Source: an optimization exercise on an open RTL-to-GDS flow (aim: small area). Production flows keep margins and buffers that such runs may drop.
In this exercise RTL edits were held to simulation tests only and were not proved equivalent to the original.
Power figures rest on the tool's default switching activity, not on a simulated workload.

== 04-01 ==
## vending_machine
module vending_machine #(
    parameter int NUM_ITEMS    = 10,
    parameter int MAX_CLIENTS  = 100,
    parameter logic [31:0] ADMIN_PASSWORD = 32'hA5A5_F00D
)(
    input  logic               clk,
    input  logic               rst_n,
    input  logic [31:0]        regs_data_in,
    output logic [31:0]        regs_data_out,
    input  logic               regs_we,
    input  logic [7:0]         regs_addr,
    input  logic               id_valid,
    input  logic [8:0]         client_id,
    input  logic [5:0]         coin_in,
    input  logic [1:0]         currency_type,
    input  logic               coin_insert,
    input  logic [NUM_ITEMS-1:0] item_select,
    input  logic               confirm,
    input  logic               admin_mode,
    input  logic [31:0]        admin_password,
    input  logic               tamper_detect,
    input  logic               jam_detect,
    input  logic               power_loss,
    output logic                 access_error,
    output logic [NUM_ITEMS-1:0] item_out,
    output logic [31:0]          change_out,
  ...
For scale: ~4500 cells after synthesis, about 1300 flip-flops, about 200 I/O pins, ~49000 µm² of cells after synthesis.
==> flow/config.mk <==
export PLATFORM = sky130hd
export DESIGN_NAME = vending_machine
export DESIGN_NICKNAME = vending_machine
export VERILOG_FILES = /design/flow/design.v
export SDC_FILE = /design/flow/constraint.sdc
export NUM_CORES = 4
export LEC_CHECK = 0
export CAP_MARGIN = 20
export CORE_MARGIN = 2
export CORE_UTILIZATION = 60
export PLACE_DENSITY = 0.75
export SLEW_MARGIN = 20
export SYNTH_HIERARCHICAL = 1
==> flow/constraint.sdc <==
create_clock -name core_clock -period 30.0 [get_ports {clk}]
set_input_delay 6.0000 -clock core_clock [delete_from_list [all_inputs] [get_ports {clk}]]
set_output_delay 6.0000 -clock core_clock [all_outputs]
set_load 0.01 [all_outputs]
standard.sh (not shown) runs the stock make flow with config.mk's settings and CLKGATE_MAP_FILE= SYNTH_SCRIPT=/design/flow/synth_recipe.tcl, a recipe that flattens the netlist after the stock synthesis.
==> flow/flow/run.sh <==
#!/bin/bash
# Own layout flow: the standard ORFS flow (standard.sh), run with a
# private copy of the ORFS scripts in which the ABC mapping script is the
# area-oriented one in flow/abc_area.script, and with the ports buffered
# by the smallest buffer. Clock tree: clkbuf_16 leaf clusters of up to 30
# flip-flops, without dummy loads. All of make's output (every tool) goes to
# flow_make.log here; ORFS keeps each step's log under orfs/logs/.
set -euo pipefail
work=$(pwd)
rm -rf "$work/orfs_scripts"
cp -r "$FLOW_HOME/scripts" "$work/orfs_scripts"
cp "$work/flow/abc_area.script" "$work/orfs_scripts/abc_speed.script"
bash "$work/standard.sh" "SCRIPTS_DIR=$work/orfs_scripts" \
    "BUFFER_PORTS_ARGS=-buffer_cell sky130_fd_sc_hd__buf_1" \
    "CTS_ARGS=-sink_clustering_enable -repair_clock_nets -dont_use_dummy_load -buf_list sky130_fd_sc_hd__clkbuf_16 -sink_clustering_size 30 -sink_clustering_max_diameter 60" \
    finish > "$work/flow_make.log" 2>&1
==> flow/flow/abc_area.script <==
strash
dc2
dch -f
amap
strash
dc2
dch -f
amap
topo
Modified inputs, 09-14 compared to 04-01
--- a/flow/design.v
+++ b/flow/design.v
@@ -129,21 +129,27 @@
                             (regs_addr == 8'h08 && regs_data_in[31:8] == 24'h0));
     end
     always_ff @(posedge clk or negedge rst_n) begin
         if (!rst_n) alarm <= 1'b0;
         else if (tamper_detect | jam_detect | power_loss) alarm <= 1'b1;
     end
     logic [3:0] sel_code;
     always_comb begin
-        sel_code = 4'd15;
-        if (item_select != '0) sel_code = 4'd14;
-        if ($countones(item_select) == 1)
-            for (int i = 0; i < 10; i++)
-                if (item_select[i]) sel_code = 4'(i);
+        logic seen, multi;
+        logic [3:0] enc;
+        seen  = 1'b0;
+        multi = 1'b0;
+        enc   = 4'd0;
+        for (int i = 0; i < 10; i++) begin
+            multi = multi | (item_select[i] & seen);
+            seen  = seen | item_select[i];
+            enc   = enc | ({4{item_select[i]}} & 4'(i));
+        end
+        sel_code = multi ? 4'd14 : (!seen ? 4'd15 : enc);
     end
     logic       r_id_ok;           
     logic [7:0] r_client_id;
     logic [5:0] r_coin_in;
     logic [1:0] r_currency_type;
     logic       r_coin_insert;
     logic [3:0] r_sel;
     logic       r_confirm;
@@ -208,21 +214,26 @@
         vm_aoi222 u_a1 (.a(ps_w[3]), .b(item_price[3][b]), .c(ps_w[4]), .d(item_price[4][b]),
                         .e(ps_w[5]), .f(item_price[5][b]), .y(t[1]));
         vm_aoi222 u_a2 (.a(ps_w[6]), .b(item_price[6][b]), .c(ps_w[7]), .d(item_price[7][b]),
                         .e(ps_w[8]), .f(item_price[8][b]), .y(t[2]));
         vm_nand2  u_a3 (.a(ps_w[9]), .b(item_price[9][b]), .y(t[3]));
         vm_nand4  u_n  (.a(t[0]), .b(t[1]), .c(t[2]), .d(t[3]), .y(u));
         vm_or2    u_o  (.a(u), .b(p_const[b]), .y(p_base[b]));
     end
+    function automatic logic [1:0] k_of_id(input logic [6:0] id);
+        k_of_id = 2'd0;
+        for (int i = 0; i < 100; i++)
+            if (id == 7'(i)) k_of_id = 2'(i % 3) + 2'(i % 10 == 0);
+    endfunction
     logic [1:0] cur_k;
     always_comb begin
         cur_k = 2'd0;
         if (!cur_nodisc && cur_id < 7'd100)
-            cur_k = 2'(cur_id % 7'd3) + 2'(cur_id % 7'd10 == 7'd0);
+            cur_k = k_of_id(cur_id);
     end
     logic [4:0] bq;
     logic [3:0] br;
     always_comb begin
         br = 4'd0;
         for (int i = 7; i >= 0; i--) begin
             logic [4:0] t;
             t = {br, p_base[i]};
@@ -357,21 +368,27 @@
     logic [6:0] off, ppos, pend_id;
     logic [7:0] pend_data;
     logic       pend_valid;
     logic [2:0] init_cnt;        
     wire        init = init_cnt != 3'd5;
     wire [7:0] rsum  = {1'b0, id} + {1'b0, off};
     wire [6:0] rpos  = (rsum >= 8'd100) ? 7'(rsum - 8'd100) : rsum[6:0];
     wire [6:0] rpos1 = (rpos == 7'd99) ? 7'd0 : rpos + 7'd1;
-    wire       flush = pend_valid && (ppos % 7'd5 == 7'd4);
+    logic      ppos_port;    
+    always_comb begin
+        ppos_port = 1'b0;
+        for (int i = 4; i < 100; i += 5)
+            if (ppos == 7'(i)) ppos_port = 1'b1;
+    end
+    wire       flush = pend_valid && ppos_port;
     logic [7:0] port_data [4];
     always_comb begin
         for (int c = 0; c < 4; c++)
-            port_data[c] = init ? 8'(5*c + 19 - init_cnt) % 8'd20 : pend_data;
+            port_data[c] = init ? 8'((c == 0 ? 19 : 5*c - 1) - init_cnt) : pend_data;
     end
     always_ff @(posedge clk) begin
         for (int i = 0; i < 100; i++) begin
             if (i % 5 == 0 && (init || (flush && ppos == 7'((i + 99) % 100))))
                 ring[i] <= port_data[(i / 5) % 4];
             else
                 ring[i] <= ring[(i + 99) % 100];
         end
@@ -425,20 +442,26 @@
         for (genvar k = 0; k < 8; k++) begin : g_u
             vm_nand4 u_n (.a(t[4*k]), .b(t[4*k+1]), .c(t[4*k+2]), .d(t[4*k+3]), .y(u[k]));
         end
         vm_and2 u_w  (.a(t[32]), .b(t[33]), .y(w));
         vm_nor4 u_v0 (.a(u[0]), .b(u[1]), .c(u[2]), .d(u[3]), .y(v[0]));
         vm_nor4 u_v1 (.a(u[4]), .b(u[5]), .c(u[6]), .d(u[7]), .y(v[1]));
         vm_nand3 u_o (.a(v[0]), .b(v[1]), .c(w), .y(rd_ao[b]));
     end
+    logic [7:0] id_mod20;
+    always_comb begin
+        id_mod20 = 8'd0;
+        for (int i = 0; i < 100; i++)
+            if (id == 7'(i)) id_mod20 = 8'(i % 20);
+    end
     always_comb begin
         if (pend_valid && pend_id == id) rdata = pend_data;
         else if (id >= 7'd100)           rdata = 8'd0;
-        else if (init)                   rdata = 8'(id % 7'd20);
+        else if (init)                   rdata = id_mod20;
         else                             rdata = rd_ao;
     end
 endmodule
 module vm_nor2 (input logic a, input logic b, output logic y);
     assign y = ~(a | b);
 endmodule
 module vm_nand2 (input logic a, input logic b, output logic y);
     assign y = ~(a & b);
==> comparison <==
09-14: number of standard cells in the layout, taps in and fillers out is 93 lower than what 04-01 reported. NOTE: fraction of the cycle the final worst path needs in 09-14 falls short of that of 04-01. 09-14: critical path depth lower than 04-01. Taking 04-01 as the reference point, the peak per-stage delay on the critical path of 09-14 falls by 70 ps. Taking 04-01 as the reference, in 09-14 final net count shows a reduction of 2.3%; post-synthesis to final-layout area growth shows an increase of 0.15 points; sequential share of layout area now larger.

* * *

== the baseline ==
vending_machine with an RTL version that a note above also has.
For scale: about 4400 cells after synthesis, roughly 1300 flip-flops, ~200 I/O pins, ~0.048 mm² of cells after synthesis.
Settings: LEC_CHECK=0, CAP_MARGIN=20, CORE_MARGIN=2, CORE_UTILIZATION=70, PLACE_DENSITY=0.85, SLEW_MARGIN=20, SYNTH_HIERARCHICAL=1; clock period 30.0 ns.
Scripts as last shown in full above: flow/flow/run.sh, flow/flow/abc_area.script
Inputs modified between the baseline and the candidate:
--- a/flow/design.v
+++ b/flow/design.v
@@ -130,25 +130,19 @@
     end
     always_ff @(posedge clk or negedge rst_n) begin
         if (!rst_n) alarm <= 1'b0;
         else if (tamper_detect | jam_detect | power_loss) alarm <= 1'b1;
     end
     logic [3:0] sel_code;
     always_comb begin
-        logic seen, multi;
-        logic [3:0] enc;
-        seen  = 1'b0;
-        multi = 1'b0;
-        enc   = 4'd0;
-        for (int i = 0; i < 10; i++) begin
-            multi = multi | (item_select[i] & seen);
-            seen  = seen | item_select[i];
-            enc   = enc | ({4{item_select[i]}} & 4'(i));
-        end
-        sel_code = multi ? 4'd14 : (!seen ? 4'd15 : enc);
+        sel_code = 4'd15;
+        if (item_select != '0) sel_code = 4'd14;
+        if ($countones(item_select) == 1)
+            for (int i = 0; i < 10; i++)
+                if (item_select[i]) sel_code = 4'(i);
     end
     logic       r_id_ok;           
     logic [7:0] r_client_id;
     logic [5:0] r_coin_in;
     logic [1:0] r_currency_type;
     logic       r_coin_insert;
     logic [3:0] r_sel;
@@ -215,24 +209,19 @@
                         .e(ps_w[5]), .f(item_price[5][b]), .y(t[1]));
         vm_aoi222 u_a2 (.a(ps_w[6]), .b(item_price[6][b]), .c(ps_w[7]), .d(item_price[7][b]),
                         .e(ps_w[8]), .f(item_price[8][b]), .y(t[2]));
         vm_nand2  u_a3 (.a(ps_w[9]), .b(item_price[9][b]), .y(t[3]));
         vm_nand4  u_n  (.a(t[0]), .b(t[1]), .c(t[2]), .d(t[3]), .y(u));
         vm_or2    u_o  (.a(u), .b(p_const[b]), .y(p_base[b]));
     end
-    function automatic logic [1:0] k_of_id(input logic [6:0] id);
-        k_of_id = 2'd0;
-        for (int i = 0; i < 100; i++)
-            if (id == 7'(i)) k_of_id = 2'(i % 3) + 2'(i % 10 == 0);
-    endfunction
     logic [1:0] cur_k;
     always_comb begin
         cur_k = 2'd0;
         if (!cur_nodisc && cur_id < 7'd100)
-            cur_k = k_of_id(cur_id);
+            cur_k = 2'(cur_id % 7'd3) + 2'(cur_id % 7'd10 == 7'd0);
     end
     logic [4:0] bq;
     logic [3:0] br;
     always_comb begin
         br = 4'd0;
         for (int i = 7; i >= 0; i--) begin
             logic [4:0] t;
@@ -369,25 +358,19 @@
     logic [7:0] pend_data;
     logic       pend_valid;
     logic [2:0] init_cnt;        
     wire        init = init_cnt != 3'd5;
     wire [7:0] rsum  = {1'b0, id} + {1'b0, off};
     wire [6:0] rpos  = (rsum >= 8'd100) ? 7'(rsum - 8'd100) : rsum[6:0];
     wire [6:0] rpos1 = (rpos == 7'd99) ? 7'd0 : rpos + 7'd1;
-    logic      ppos_port;    
-    always_comb begin
-        ppos_port = 1'b0;
-        for (int i = 4; i < 100; i += 5)
-            if (ppos == 7'(i)) ppos_port = 1'b1;
-    end
-    wire       flush = pend_valid && ppos_port;
+    wire       flush = pend_valid && (ppos % 7'd5 == 7'd4);
     logic [7:0] port_data [4];
     always_comb begin
         for (int c = 0; c < 4; c++)
-            port_data[c] = init ? 8'((c == 0 ? 19 : 5*c - 1) - init_cnt) : pend_data;
+            port_data[c] = init ? 8'(5*c + 19 - init_cnt) % 8'd20 : pend_data;
     end
     always_ff @(posedge clk) begin
         for (int i = 0; i < 100; i++) begin
             if (i % 5 == 0 && (init || (flush && ppos == 7'((i + 99) % 100))))
                 ring[i] <= port_data[(i / 5) % 4];
             else
                 ring[i] <= ring[(i + 99) % 100];
@@ -443,24 +426,18 @@
             vm_nand4 u_n (.a(t[4*k]), .b(t[4*k+1]), .c(t[4*k+2]), .d(t[4*k+3]), .y(u[k]));
         end
         vm_and2 u_w  (.a(t[32]), .b(t[33]), .y(w));
         vm_nor4 u_v0 (.a(u[0]), .b(u[1]), .c(u[2]), .d(u[3]), .y(v[0]));
         vm_nor4 u_v1 (.a(u[4]), .b(u[5]), .c(u[6]), .d(u[7]), .y(v[1]));
         vm_nand3 u_o (.a(v[0]), .b(v[1]), .c(w), .y(rd_ao[b]));
     end
-    logic [7:0] id_mod20;
-    always_comb begin
-        id_mod20 = 8'd0;
-        for (int i = 0; i < 100; i++)
-            if (id == 7'(i)) id_mod20 = 8'(i % 20);
-    end
     always_comb begin
         if (pend_valid && pend_id == id) rdata = pend_data;
         else if (id >= 7'd100)           rdata = 8'd0;
-        else if (init)                   rdata = id_mod20;
+        else if (init)                   rdata = 8'(id % 7'd20);
         else                             rdata = rd_ao;
     end
 endmodule
 module vm_nor2 (input logic a, input logic b, output logic y);
     assign y = ~(a | b);
 endmodule
 module vm_nand2 (input logic a, input logic b, output logic y);
Results
On clock share of power, the higher figure sits with the baseline, not the candidate. There was hardly any difference in post-synthesis compound-gate area fraction between the candidate and the baseline. The candidate and the baseline ended up with nearly the same fmax. Compared with the baseline, the candidate shows a higher final layout net count. The candidate and the baseline ended up with nearly the same data arrival time at the worst-slack endpoint. Relative to the baseline, cell area has increased by about 1.1% in the candidate.

* * *

vending_machine, a different RTL version from the one above (not shown whole).
For scale: about 4100 cells after synthesis, about 1300 flip-flops, roughly 200 I/O pins, about 48000 µm² of cells after synthesis.
Design vending_machine, start of the top module:
module vending_machine #(
    parameter int NUM_ITEMS    = 10,
    parameter int MAX_CLIENTS  = 100,
    parameter logic [31:0] ADMIN_PASSWORD = 32'hA5A5_F00D
)(
    input  logic               clk,
    input  logic               rst_n,
    input  logic [31:0]        regs_data_in,
    output logic [31:0]        regs_data_out,
    input  logic               regs_we,
    input  logic [7:0]         regs_addr,
    input  logic               id_valid,
    input  logic [8:0]         client_id,
    input  logic [5:0]         coin_in,
    input  logic [1:0]         currency_type,
    input  logic               coin_insert,
    input  logic [NUM_ITEMS-1:0] item_select,
    input  logic               confirm,
    input  logic               admin_mode,
    input  logic [31:0]        admin_password,
    input  logic               tamper_detect,
    input  logic               jam_detect,
    input  logic               power_loss,
    output logic                 access_error,
    output logic [NUM_ITEMS-1:0] item_out,
    output logic [31:0]          change_out,
    output logic                 no_change,
    output logic [NUM_ITEMS-1:0] item_empty,
    output logic [7:0]           client_points,
    output logic                 alarm
);
Settings: LEC_CHECK=0, CAP_MARGIN=20, CORE_MARGIN=2, CORE_UTILIZATION=75, PLACE_DENSITY=0.9, SLEW_MARGIN=20, SYNTH_HIERARCHICAL=1; clock period 30.0 ns.
==> flow/flow/run.sh <==
#!/bin/bash
# Own layout flow: the standard ORFS flow (standard.sh), run with a
# private copy of the ORFS scripts in which the ABC mapping script is the
# area-oriented one in flow/abc_area.script (deepsyn, then mapping with amap), and with the ports buffered
# by the smallest buffer. Clock tree: clkbuf_16 leaf clusters of up to 30
# flip-flops, without dummy loads. All of make's output (every tool) goes to
# flow_make.log here; ORFS keeps each step's log under orfs/logs/.
set -euo pipefail
work=$(pwd)
rm -rf "$work/orfs_scripts"
cp -r "$FLOW_HOME/scripts" "$work/orfs_scripts"
cp "$work/flow/abc_area.script" "$work/orfs_scripts/abc_speed.script"
bash "$work/standard.sh" "SCRIPTS_DIR=$work/orfs_scripts" \
    "BUFFER_PORTS_ARGS=-buffer_cell sky130_fd_sc_hd__buf_1" \
    "CTS_ARGS=-sink_clustering_enable -repair_clock_nets -dont_use_dummy_load -buf_list sky130_fd_sc_hd__clkbuf_16 -sink_clustering_size 30 -sink_clustering_max_diameter 60" \
    finish > "$work/flow_make.log" 2>&1
==> flow/flow/abc_area.script <==
strash
&get -n
&deepsyn -T 30
&put
dch -f
amap
topo
The first run passed the timing, design-rule and antenna checks.
Then changed:
--- a/flow/design.v
+++ b/flow/design.v
@@ -219,23 +219,23 @@
         vm_nand4  u_n  (.a(t[0]), .b(t[1]), .c(t[2]), .d(t[3]), .y(u));
         vm_or2    u_o  (.a(u), .b(p_const[b]), .y(p_base[b]));
     end
     function automatic logic [1:0] k_of_id(input logic [6:0] id);
         k_of_id = 2'd0;
         for (int i = 0; i < 100; i++)
             if (id == 7'(i)) k_of_id = 2'(i % 3) + 2'(i % 10 == 0);
     endfunction
     logic [1:0] cur_k;
     always_comb begin
         cur_k = 2'd0;
-        if (!cur_nodisc)
+        if (!cur_nodisc && cur_id < 7'd100)
             cur_k = k_of_id(cur_id);
     end
     logic [4:0] bq;
     logic [3:0] br;
     always_comb begin
         br = 4'd0;
         for (int i = 7; i >= 0; i--) begin
             logic [4:0] t;
             t = {br, p_base[i]};
             if (i <= 4) bq[i] = t >= 5'd10;
             br = (t >= 5'd10) ? 4'(t - 5'd10) : t[3:0];
@@ -337,23 +337,23 @@
             if (state == S_WAIT) d_idx <= r_sel;
             if (state == S_DISP && p_empty)
                 item_empty[d_idx] <= 1'b1;
         end
     end
     assign change_out = (state == S_IDLE_C) ? balance : 32'd0;
     assign no_change  = (state == S_IDLE_C) && (balance == 32'd0);
     always_comb begin
         item_out = '0;
         if (state == S_GIVE_D) item_out[d_idx] = 1'b1;
     end
-    wire       cur_valid = !(cur_id[6] & cur_id[5] & cur_id[2]);
+    wire       cur_valid = cur_id < 7'd100;
     wire [8:0] pts_sum   = {1'b0, client_points} + {5'd0, p_points};
     wire [7:0] pts_new   = pts_sum[8] ? 8'hFF : pts_sum[7:0];
     wire       pts_we    = (state == S_DISP) && cur_valid && ({1'b0, cur_id} < r_max_clients);
     wire [7:0] pts_rd;
     vm_client_db u_db (.clk(clk), .rst_n(rst_n), .id(cur_id), .we(pts_we), .wdata(pts_new), .rdata(pts_rd));
     always_ff @(posedge clk or negedge rst_n) begin
         if (!rst_n) begin
             cur_id <= '0;
             cur_nodisc <= 1'b1;
             client_points <= '0;
         end else begin
@@ -455,23 +455,23 @@
         vm_nor4 u_v1 (.a(u[4]), .b(u[5]), .c(u[6]), .d(u[7]), .y(v[1]));
         vm_nand3 u_o (.a(v[0]), .b(v[1]), .c(w), .y(rd_ao[b]));
     end
     logic [7:0] id_mod20;
     always_comb begin
         id_mod20 = 8'd0;
         for (int i = 0; i < 100; i++)
             if (id == 7'(i)) id_mod20 = 8'(i % 20);
     end
     always_comb begin
         if (pend_valid && pend_id == id) rdata = pend_data;
-        else if (id[6] & id[5] & id[2])  rdata = 8'd0;    
+        else if (id >= 7'd100)           rdata = 8'd0;
         else if (init)                   rdata = id_mod20;
         else                             rdata = rd_ao;
     end
 endmodule
 module vm_nor2 (input logic a, input logic b, output logic y);
     assign y = ~(a | b);
 endmodule
 module vm_nand2 (input logic a, input logic b, output logic y);
     assign y = ~(a & b);
 endmodule
 module vm_and2 (input logic a, input logic b, output logic y);
Via count falls by a few percent.
Design area falls slightly.
Utilization falls by 0.11 points.
Count of clock-buffer cells in the layout does not change.
Die area falls slightly.
Non-clock buffer count rises by 4.
Maximum frequency falls by a few percent.
Combinational power falls by well over a third.

static timing again, ports no longer ideal:
The results above use ideal ports. As a check the final layouts listed here were re-extracted and re-timed, cells and wires unchanged. Step 1: set_driving_cell puts a clkbuf_16 on clk and a buf_2 on each other input, an assumption about the parent block. Step 2 times the ports against the registers' clock, not the clock port: input delays grow and output delays shrink by t, the midpoint of the rising clock arrivals with the driver on. Slacks: ideal ports / drivers / drivers and shift; pairs: ideal ports / drivers.
| run | t, ns | setup slack, ns | worst setup path at the end | latest minus earliest clock arrival (ns) | slew at the worst register clock pin (ns) |
|---|---|---|---|---|---|
| 04-01 | 0.694 | 11.793 / 11.793 / 11.793 | register to register | 0.108 / 0.107 | 0.11 / 0.11 |
| 09-14 | 0.698 | 11.848 / 11.848 / 11.848 | register to register | 0.098 / 0.097 | 0.11 / 0.11 |
| the baseline | 0.684 | 11.863 / 11.863 / 11.863 | register to register | 0.101 / 0.102 | 0.11 / 0.11 |
| the candidate | 0.686 | 11.853 / 11.853 / 11.853 | register to register | 0.094 / 0.095 | 0.11 / 0.11 |
| the first run of note 3 | 0.712 | 12.629 / 12.629 / 12.629 | register to register | 0.140 / 0.139 | 0.12 / 0.12 |
| the second run of note 3 | 0.706 | 11.404 / 11.404 / 11.404 | register to register | 0.129 / 0.129 | 0.11 / 0.11 |
After both steps every run listed still meets setup and hold.
